From an optimization exercise on the open Yosys and OpenROAD flow, aimed at small area, a short achievable clock period and few clock cycles per item; shortcuts taken in it are not production practice. Where RTL was checked, it was by simulation tests only, not by an equivalence proof against the original. Power figures rest on the tool's default switching activity, not on a simulated workload.

// JAM
module JAM (
input CLK,
input RST,
output reg [2:0] W,
output reg [2:0] J,
input [6:0] Cost,
output reg [3:0] MatchCount,
output reg [9:0] MinCost,
output reg Valid );
Size in the first run: ~1500 cells after synthesis, roughly 18000 sq um of cells after synthesis.
Settings: LEC_CHECK=0, CAP_MARGIN=20, CORE_MARGIN=2, CORE_UTILIZATION=40, SLEW_MARGIN=20; clock period 16.0 ns.
standard.sh (not shown) runs the stock make flow with config.mk's settings and CLKGATE_MAP_FILE= SYNTH_SCRIPT=/design/flow/synth_recipe.tcl, a recipe that flattens the netlist after the stock synthesis.
==> flow/flow/run.sh <==
#!/bin/bash
# Standard layout, with repair_timing aiming for more setup slack than the
# clock period needs (the SDC and the clock period are the design's), and
# plain buffers on the ports.
set -euo pipefail
bash standard.sh SETUP_SLACK_MARGIN=11.8 "BUFFER_PORTS_ARGS=-buffer_cell sky130_fd_sc_hd__buf_2" finish > standard_make.log 2>&1
Change:
==> flow/run.sh (new file) <==
#!/bin/bash
# synth_recipe.tcl (not shown) runs the flow's synth.tcl, then flattens the netlist and writes it again
# the make line also repeats each setting of config.mk as NAME=value (left out here)
make -C /OpenROAD-flow-scripts/flow DESIGN_CONFIG=/design/flow/config.mk WORK_HOME=/design/flow/orfs CLKGATE_MAP_FILE= SYNTH_SCRIPT=/design/flow/synth_recipe.tcl finish
- CORE_UTILIZATION: 40 -> 60
- CTS_BUF_LIST: default -> sky130_fd_sc_hd__clkbuf_4 sky130_fd_sc_hd__clkbuf_8
removed: flow/flow/run.sh
removed: flow/standard.sh
Hold slack barely changes; sequential share of layout area came out higher by 1.1 points; design area falls by 2.9%; maximum frequency drops by about 10%; wire length falls by 5.4%; combinational power came out lower by about 1%; clock skew went down by 11 ps; clock power went down by about 12%; via count barely changes.
Change:
==> flow/flow/run.sh (new file) <==
#!/bin/bash
# Standard layout, with repair_timing aiming for more setup slack than the
# clock period needs (the SDC and the clock period are the design's).
set -euo pipefail
bash standard.sh SETUP_SLACK_MARGIN=11.5 finish > standard_make.log 2>&1
==> flow/standard.sh (new file) <==
#!/bin/bash
# synth_recipe.tcl (not shown) runs the flow's synth.tcl, then flattens the netlist and writes it again
# the make line also repeats each setting of config.mk as NAME=value (left out here)
make -C /OpenROAD-flow-scripts/flow DESIGN_CONFIG=/design/flow/config.mk WORK_HOME=/design/flow/orfs CLKGATE_MAP_FILE= SYNTH_SCRIPT=/design/flow/synth_recipe.tcl "${@:-finish}"
- CORE_UTILIZATION: 60 -> 40
- CTS_BUF_LIST: sky130_fd_sc_hd__clkbuf_4 sky130_fd_sc_hd__clkbuf_8 -> default
removed: flow/run.sh
The changed run completed with no timing, DRC or antenna violations.
Global-route usage drops by 7.2 points.
Count of clock-buffer cells in the layout goes down by 23.
Worst setup slack gets better by 340 ps.
Cell count climbs by 8.6%.
Area after synthesis does not change.
No functional check of the RTL was part of any run of this note.


== old ==
The RTL this note starts from:
==> flow/design.v <==
module JAM (
input CLK,
input RST,
output reg [2:0] W,
output reg [2:0] J,
input [6:0] Cost,
output reg [3:0] MatchCount,
output reg [9:0] MinCost,
output reg Valid );
localparam [6:0] LAST = 7'd73;
reg [2:0] ph;
reg [6:0] step;
reg [2:0] yr, xr;           
reg [1:0] sF, sG;           
reg [111:0] Fm, Gm;         
reg [9:0] rom;              
always @(*) begin
    case (step)
        7'd0: rom = {3'd1, 3'd5, 2'd1, 2'd1};
        7'd1: rom = {3'd2, 3'd6, 2'd2, 2'd2};
        7'd2: rom = {3'd3, 3'd7, 2'd3, 2'd3};
        7'd3: rom = {3'd4, 3'd0, 2'd0, 2'd0};
        7'd4: rom = {3'd0, 3'd1, 2'd1, 2'd0};
        7'd5: rom = {3'd1, 3'd2, 2'd2, 2'd0};
        7'd6: rom = {3'd2, 3'd3, 2'd3, 2'd0};
        7'd7: rom = {3'd5, 3'd0, 2'd1, 2'd1};
        7'd8: rom = {3'd0, 3'd1, 2'd2, 2'd1};
        7'd9: rom = {3'd3, 3'd0, 2'd2, 2'd0};
        7'd10: rom = {3'd0, 3'd2, 2'd3, 2'd0};
        7'd11: rom = {3'd1, 3'd0, 2'd3, 2'd1};
        7'd12: rom = {3'd0, 3'd3, 2'd2, 2'd1};
        7'd13: rom = {3'd2, 3'd4, 2'd0, 2'd0};
        7'd14: rom = {3'd3, 3'd0, 2'd2, 2'd1};
        7'd15: rom = {3'd0, 3'd1, 2'd3, 2'd1};
        7'd16: rom = {3'd1, 3'd2, 2'd0, 2'd1};
        7'd17: rom = {3'd6, 3'd0, 2'd3, 2'd2};
        7'd18: rom = {3'd0, 3'd1, 2'd0, 2'd2};
        7'd19: rom = {3'd2, 3'd0, 2'd0, 2'd1};
        7'd20: rom = {3'd4, 3'd2, 2'd0, 2'd0};
        7'd21: rom = {3'd0, 3'd3, 2'd2, 2'd1};
        7'd22: rom = {3'd1, 3'd0, 2'd2, 2'd2};
        7'd23: rom = {3'd2, 3'd1, 2'd2, 2'd0};
        7'd24: rom = {3'd0, 3'd4, 2'd0, 2'd2};
        7'd25: rom = {3'd1, 3'd0, 2'd0, 2'd0};
        7'd26: rom = {3'd0, 3'd2, 2'd2, 2'd0};
        7'd27: rom = {3'd2, 3'd5, 2'd1, 2'd0};
        7'd28: rom = {3'd3, 3'd0, 2'd2, 2'd1};
        7'd29: rom = {3'd0, 3'd1, 2'd0, 2'd1};
        7'd30: rom = {3'd1, 3'd2, 2'd1, 2'd1};
        7'd31: rom = {3'd4, 3'd0, 2'd0, 2'd2};
        7'd32: rom = {3'd0, 3'd1, 2'd1, 2'd2};
        7'd33: rom = {3'd2, 3'd0, 2'd1, 2'd1};
        7'd34: rom = {3'd0, 3'd3, 2'd2, 2'd1};
        7'd35: rom = {3'd1, 3'd0, 2'd2, 2'd2};
        7'd36: rom = {3'd0, 3'd2, 2'd1, 2'd2};
        7'd37: rom = {3'd7, 3'd0, 2'd1, 2'd3};
        7'd38: rom = {3'd0, 3'd1, 2'd2, 2'd3};
        7'd39: rom = {3'd2, 3'd0, 2'd2, 2'd2};
        7'd40: rom = {3'd3, 3'd2, 2'd2, 2'd1};
        7'd41: rom = {3'd5, 3'd3, 2'd2, 2'd0};
        7'd42: rom = {3'd0, 3'd4, 2'd0, 2'd2};
        7'd43: rom = {3'd1, 3'd0, 2'd0, 2'd3};
        7'd44: rom = {3'd2, 3'd1, 2'd0, 2'd1};
        7'd45: rom = {3'd3, 3'd2, 2'd0, 2'd0};
        7'd46: rom = {3'd0, 3'd5, 2'd2, 2'd3};
        7'd47: rom = {3'd1, 3'd0, 2'd2, 2'd1};
        7'd48: rom = {3'd2, 3'd1, 2'd2, 2'd0};
        7'd49: rom = {3'd0, 3'd3, 2'd0, 2'd1};
        7'd50: rom = {3'd1, 3'd0, 2'd0, 2'd0};
        7'd51: rom = {3'd0, 3'd2, 2'd2, 2'd0};
        7'd52: rom = {3'd2, 3'd6, 2'd3, 2'd0};
        7'd53: rom = {3'd3, 3'd0, 2'd2, 2'd1};
        7'd54: rom = {3'd0, 3'd1, 2'd0, 2'd1};
        7'd55: rom = {3'd1, 3'd2, 2'd3, 2'd1};
        7'd56: rom = {3'd4, 3'd0, 2'd0, 2'd2};
        7'd57: rom = {3'd0, 3'd1, 2'd3, 2'd2};
        7'd58: rom = {3'd2, 3'd0, 2'd3, 2'd1};
        7'd59: rom = {3'd0, 3'd3, 2'd2, 2'd1};
        7'd60: rom = {3'd1, 3'd0, 2'd2, 2'd2};
        7'd61: rom = {3'd0, 3'd2, 2'd3, 2'd2};
        7'd62: rom = {3'd5, 3'd0, 2'd3, 2'd3};
        7'd63: rom = {3'd0, 3'd1, 2'd2, 2'd3};
        7'd64: rom = {3'd2, 3'd0, 2'd2, 2'd2};
        7'd65: rom = {3'd3, 3'd2, 2'd2, 2'd1};
        7'd66: rom = {3'd0, 3'd4, 2'd0, 2'd2};
        7'd67: rom = {3'd1, 3'd0, 2'd0, 2'd3};
        7'd68: rom = {3'd2, 3'd1, 2'd0, 2'd1};
        7'd69: rom = {3'd0, 3'd3, 2'd2, 2'd3};
        7'd70: rom = {3'd1, 3'd0, 2'd2, 2'd1};
        7'd71: rom = {3'd0, 3'd2, 2'd0, 2'd1};
        default: rom = {3'd0, 3'd4, 2'd0, 2'd0};
    endcase
end
wire [2:0] phn = ph + 3'd1;
wire [1:0] sn = (ph == 3'd7) ? rom[3:2] : phn[2] ? sG : sF;
wire [1:0] rn = sn - phn[1:0] - 2'd1;
reg [3:0] ldF, ldG;         
reg selA, selB, selC, selD;  
reg swB, swC;               
always @(posedge CLK or posedge RST) begin
    if (RST) begin
        ph <= 3'd7;
        step <= 7'h7f;
    end else begin
        ph <= phn;
        if (ph == 3'd7 && !Valid) step <= step + 7'd1;
    end
end
always @(posedge CLK) begin
    W <= {phn[2], rn};
    ldF <= phn[2] ? 4'd0 : (4'd1 << rn);
    ldG <= phn[2] ? (4'd1 << rn) : 4'd0;
    selA <= (phn <= 3'd2);
    selB <= (phn >= 3'd4) & (phn <= 3'd6);
    selC <= (phn >= 3'd3) & (phn <= 3'd6);
    selD <= (phn >= 3'd3);
    swB <= (phn[1:0] == 2'd2);
    swC <= phn[1];
    if (ph == 3'd3) J <= xr;
    if (ph == 3'd7) begin
        J <= rom[9:7];
        {yr, xr, sF, sG} <= rom;
    end
end
integer r, k;
always @(posedge CLK) begin
    for (r = 0; r < 4; r = r + 1)
        for (k = 0; k < 4; k = k + 1) begin
            Fm[(k*4+r)*7 +: 7] <= (k == r && ldF[r]) ? Cost : Fm[(((k+1)%4)*4+r)*7 +: 7];
            Gm[(k*4+r)*7 +: 7] <= (k == r && ldG[r]) ? Cost : Gm[(((k+1)%4)*4+r)*7 +: 7];
        end
end
wire [27:0] cA = selA ? Gm[27:0] : Fm[27:0];
wire [27:0] cB = selB ? (swB ? Fm[83:56] : Fm[55:28]) : (swB ? Gm[83:56] : Gm[55:28]);
wire [27:0] cC = selC ? (swC ? Fm[55:28] : Fm[83:56]) : (swC ? Gm[55:28] : Gm[83:56]);
wire [27:0] cD = selD ? Fm[111:84] : Gm[111:84];
function [8:0] pmin;        
    input [6:0] a0, b1, b0, a1;
    reg [7:0] u, v;
    begin
        u = a0 + b1;
        v = b0 + a1;
        pmin = {u == v, (u < v) ? u : v};
    end
endfunction
reg [8:0] q01ab, q23cd, q01cd, q23ab;
always @(posedge CLK) begin
    q01ab <= pmin(cA[6:0],   cB[13:7],  cB[6:0],   cA[13:7]);
    q23cd <= pmin(cC[20:14], cD[27:21], cD[20:14], cC[27:21]);
    q01cd <= pmin(cC[6:0],   cD[13:7],  cD[6:0],   cC[13:7]);
    q23ab <= pmin(cA[20:14], cB[27:21], cB[20:14], cA[27:21]);
end
wire [8:0] v1 = q01ab[7:0] + q23cd[7:0];
wire [8:0] v2 = q01cd[7:0] + q23ab[7:0];
wire [3:0] c1 = (q01ab[8] & q23cd[8]) ? 4'd4 : (q01ab[8] | q23cd[8]) ? 4'd2 : 4'd1;
wire [3:0] c2 = (q01cd[8] & q23ab[8]) ? 4'd4 : (q01cd[8] | q23ab[8]) ? 4'd2 : 4'd1;
reg [8:0] pv;
reg [3:0] pc;
always @(posedge CLK) begin
    pv <= (v1 < v2) ? v1 : v2;
    pc <= (v1 < v2) ? c1 : (v2 < v1) ? c2 : c1 + c2;
end
reg [8:0] acc, fs;
reg [3:0] accc, fsc;
always @(posedge CLK) begin
    if (ph == 3'd6 || ph == 3'd2) begin
        acc <= pv;
        accc <= pc;
    end else if (pv < acc) begin
        acc <= pv;
        accc <= pc;
    end else if (pv == acc) begin
        accc <= accc + pc;
    end
    if (ph == 3'd1) begin
        fs <= acc;
        fsc <= accc;
    end
end
wire [9:0] tot = fs + acc;
wire [7:0] cprod = fsc * accc;
wire merge = (ph == 3'd5) && (step >= 7'd4) && (step <= LAST) && !Valid;
always @(posedge CLK) begin
    if (merge) begin
        if (step == 7'd4 || tot < MinCost) begin
            MinCost <= tot;
            MatchCount <= cprod[3:0];
        end else if (tot == MinCost) begin
            MatchCount <= MatchCount + cprod[3:0];
        end
    end
end
always @(posedge CLK or posedge RST) begin
    if (RST) Valid <= 1'b0;
    else if (merge && step == LAST) Valid <= 1'b1;
end
endmodule
==> flow/config.mk <==
export PLATFORM = sky130hd
export DESIGN_NAME = JAM
export DESIGN_NICKNAME = JAM
export VERILOG_FILES = /design/flow/design.v
export SDC_FILE = /design/flow/constraint.sdc
export NUM_CORES = 4
export LEC_CHECK = 0
export CAP_MARGIN = 20
export CORE_MARGIN = 2
export CORE_UTILIZATION = 40
export SLEW_MARGIN = 20
==> flow/constraint.sdc <==
create_clock -name core_clock -period 16.0 [get_ports {CLK}]
set_input_delay 3.2000 -clock core_clock [delete_from_list [all_inputs] [get_ports {CLK}]]
set_output_delay 3.2000 -clock core_clock [all_outputs]
set_load 0.01 [all_outputs]
run.sh (not shown) runs the stock make flow with config.mk's settings and CLKGATE_MAP_FILE= SYNTH_SCRIPT=/design/flow/synth_recipe.tcl, a recipe that flattens the netlist after the stock synthesis.
Stock flow here: none of the scripts above is used.
old | stages: all done | timing, DRC, antenna: all pass
Edits applied to the flow inputs when going from old to new:
- putting CTS_CLUSTER_DIAMETER at 80 where nothing was set
- putting CTS_CLUSTER_SIZE at 40 where nothing was set
==> flow/flow/run.sh (new file) <==
#!/bin/bash
# Standard layout, with repair_timing aiming for more setup slack than the
# clock period needs (the SDC and the clock period are the design's), and
# plain buffers on the ports.
set -euo pipefail
bash standard.sh SETUP_SLACK_MARGIN=11.8 "BUFFER_PORTS_ARGS=-buffer_cell sky130_fd_sc_hd__buf_2" finish > standard_make.log 2>&1
==> flow/standard.sh (new file) <==
#!/bin/bash
# synth_recipe.tcl (not shown) runs the flow's synth.tcl, then flattens the netlist and writes it again
# the make line also repeats each setting of config.mk as NAME=value (left out here)
make -C /OpenROAD-flow-scripts/flow DESIGN_CONFIG=/design/flow/config.mk WORK_HOME=/design/flow/orfs CLKGATE_MAP_FILE= SYNTH_SCRIPT=/design/flow/synth_recipe.tcl "${@:-finish}"
removed: flow/run.sh
==> comparison <==
- Relative to old, fraction of standard cell area that is sequential has gone up in new.
- Run comparison: new critical path launch point MinCost[3]$_DFFE_PP_; old critical path launch point Valid$_DFFE_PP0P_
- new vs. old: hold slack saw a decrease, clock distribution power saw a decrease, count of clock-buffer cells in the layout saw a decrease.
- The run with more routed wire is old, not new.
No functional check of the RTL was part of any run of this note.


Setup of job 101:
JAM, a different RTL version from the one above (not shown whole).
Size: ~470 flip-flops, ~0.026 mm^2 of cells after synthesis.
Settings: LEC_CHECK=0, CAP_MARGIN=20, CORE_MARGIN=2, CORE_UTILIZATION=65, CTS_CLUSTER_DIAMETER=60, CTS_CLUSTER_SIZE=30, SLEW_MARGIN=20; clock period 16.0 ns.
standard.sh (not shown) runs the stock make flow with config.mk's settings and CLKGATE_MAP_FILE= SYNTH_SCRIPT=/design/flow/synth_recipe.tcl, a recipe that flattens the netlist after the stock synthesis.
==> flow/flow/run.sh <==
#!/bin/bash
# Standard layout, with repair_timing aiming for more setup slack than the
# clock period needs (the SDC and the clock period are the design's), plain
# buffers on the ports, and adders left to ABC (no half/full-adder cell mapping).
set -euo pipefail
bash standard.sh SETUP_SLACK_MARGIN=11.6 "BUFFER_PORTS_ARGS=-buffer_cell sky130_fd_sc_hd__buf_2" ADDER_MAP_FILE= finish > standard_make.log 2>&1
Testbench counts of job 101, summed over its fixed seeds: cycles 5,742, tables 18.
Edits applied to the flow inputs when going from job 101 to job 102:
Settings: setting ABC_AREA to 1 for the first time.
==> flow/flow/run.sh <==
#!/bin/bash
# Standard layout, with repair_timing aiming for more setup slack than the
# clock period needs (the SDC and the clock period are the design's), and
# plain buffers on the ports.
set -euo pipefail
bash standard.sh SETUP_SLACK_MARGIN=11.8 "BUFFER_PORTS_ARGS=-buffer_cell sky130_fd_sc_hd__buf_2" finish > standard_make.log 2>&1
Going from job 101 to job 102, final design instance area without fill grew by a few percent.
On fraction of the cycle the final worst path needs, job 101 tracks job 102 almost exactly.
Of the two values seen for slowest cell on the critical path, sky130_fd_sc_hd__edfxtp_1 was produced by job 102 and sky130_fd_sc_hd__dfxtp_2 by job 101.
Job 102 reports its top metal layer carrying routed signals as met4 while job 101 reports met5.
Number of cells traversed by the worst register-to-register path: job 102 > job 101
Of job 102 and job 101, it is job 102 that has the higher overall die area.
Relative to job 101, total power divided by cell area increased by 1.4% in job 102.
The following lists how job 103 was set up differently from job 102:
Settings: ABC_AREA: 1 -> unset.
--- outcome ---
- Higher area of the multi-input gates goes to job 103 over job 102.
- Against job 102, job 103 comes in 66 ps lower on post-placement worst setup slack.
- The die area was comparable across job 103 and job 102.
- Final critical path time including I/O delays and setup: job 103 vs job 102 down 45 ps
- Job 102 ended up with MinCost[7] as its worst setup path endpoint; job 103 ended up with MinCost[0].
- The total global routing track utilization reported for job 103 is smaller than that of job 102 by 3.0 points.
- Core utilization: job 103 higher than job 102
- Going from job 102 to job 103, clock-cell share of area went down 0.18 points; wire length on met3 +about 6%.
- Sort job 103 and job 102 by sequential cell fraction of total power asc -> top: job 103
- Combinational fraction of design power for job 103 is higher than for job 102.
- In the metrics for job 103 and job 102, the one carrying the higher count of cell types in the netlist is job 103.
Setup changes, job 103 to job 104
Settings: a change of CTS_CLUSTER_SIZE from 30 to 32; a change of CTS_CLUSTER_DIAMETER from 60 to 70.
==> flow/flow/run.sh <==
#!/bin/bash
# Standard layout, with repair_timing aiming for more setup slack than the
# clock period needs (the SDC and the clock period are the design's), plain
# buffers on the ports, and adders left to ABC (no half/full-adder cell mapping).
set -euo pipefail
bash standard.sh SETUP_SLACK_MARGIN=11.8 "BUFFER_PORTS_ARGS=-buffer_cell sky130_fd_sc_hd__buf_2" ADDER_MAP_FILE= finish > standard_make.log 2>&1
## What came out
In the metrics for job 104 and job 103, the one carrying the lower y dimension of the die is job 104.
Against job 103, job 104 comes in 0.34 points lower on clock buffer and inverter area fraction after layout.
Going from job 103 to job 104, final cell count down 79, switching share of total power flat, final HPWL from detailed placement down 3.0%.
Of job 104 and job 103, the run reporting the lower global-route usage was job 103.
There was hardly any difference in residual overflow from global routing between job 104 and job 103.
Going from job 103 to job 104, number of cells on the worst hold path held; initial core utilization held.

what the ideal ports hide:
No port has a modelled driver above. Below, the same layouts with a new extraction and two added sets of constraints.
Step 1, drivers: a clkbuf_16 drives CLK and a buf_2 each remaining input, both assumed.
Step 2 times the ports against the registers' clock, not the clock port: input delays grow and output delays shrink by t, the midpoint of the rising clock arrivals with the driver on.
Three values: no drivers, after step 1, after step 2; two values: the first two.
run	t (ns)	setup slack, ns	worst data-port slew with drivers (ns)	pins driven straight from the clock port
the first run of note 1	0.605	11.694 / 11.637 / 12.006	0.03	1
the second run of note 1	0.628	11.230 / 11.182 / 11.515	0.03	1
the third run of note 1	0.581	11.566 / 11.511 / 11.586	0.04	1
old	0.583	11.274 / 11.220 / 11.423	0.04	1
new	0.600	11.694 / 11.640 / 12.004	0.03	1
job 101	0.627	11.631 / 11.575 / 11.741	0.03	1
job 102	0.635	11.623 / 11.567 / 11.738	0.04	1
job 103	0.629	11.667 / 11.612 / 11.873	0.07	1
job 104	0.671	11.618 / 11.562 / 11.812	0.03	1
After both steps every run listed still meets setup and hold.
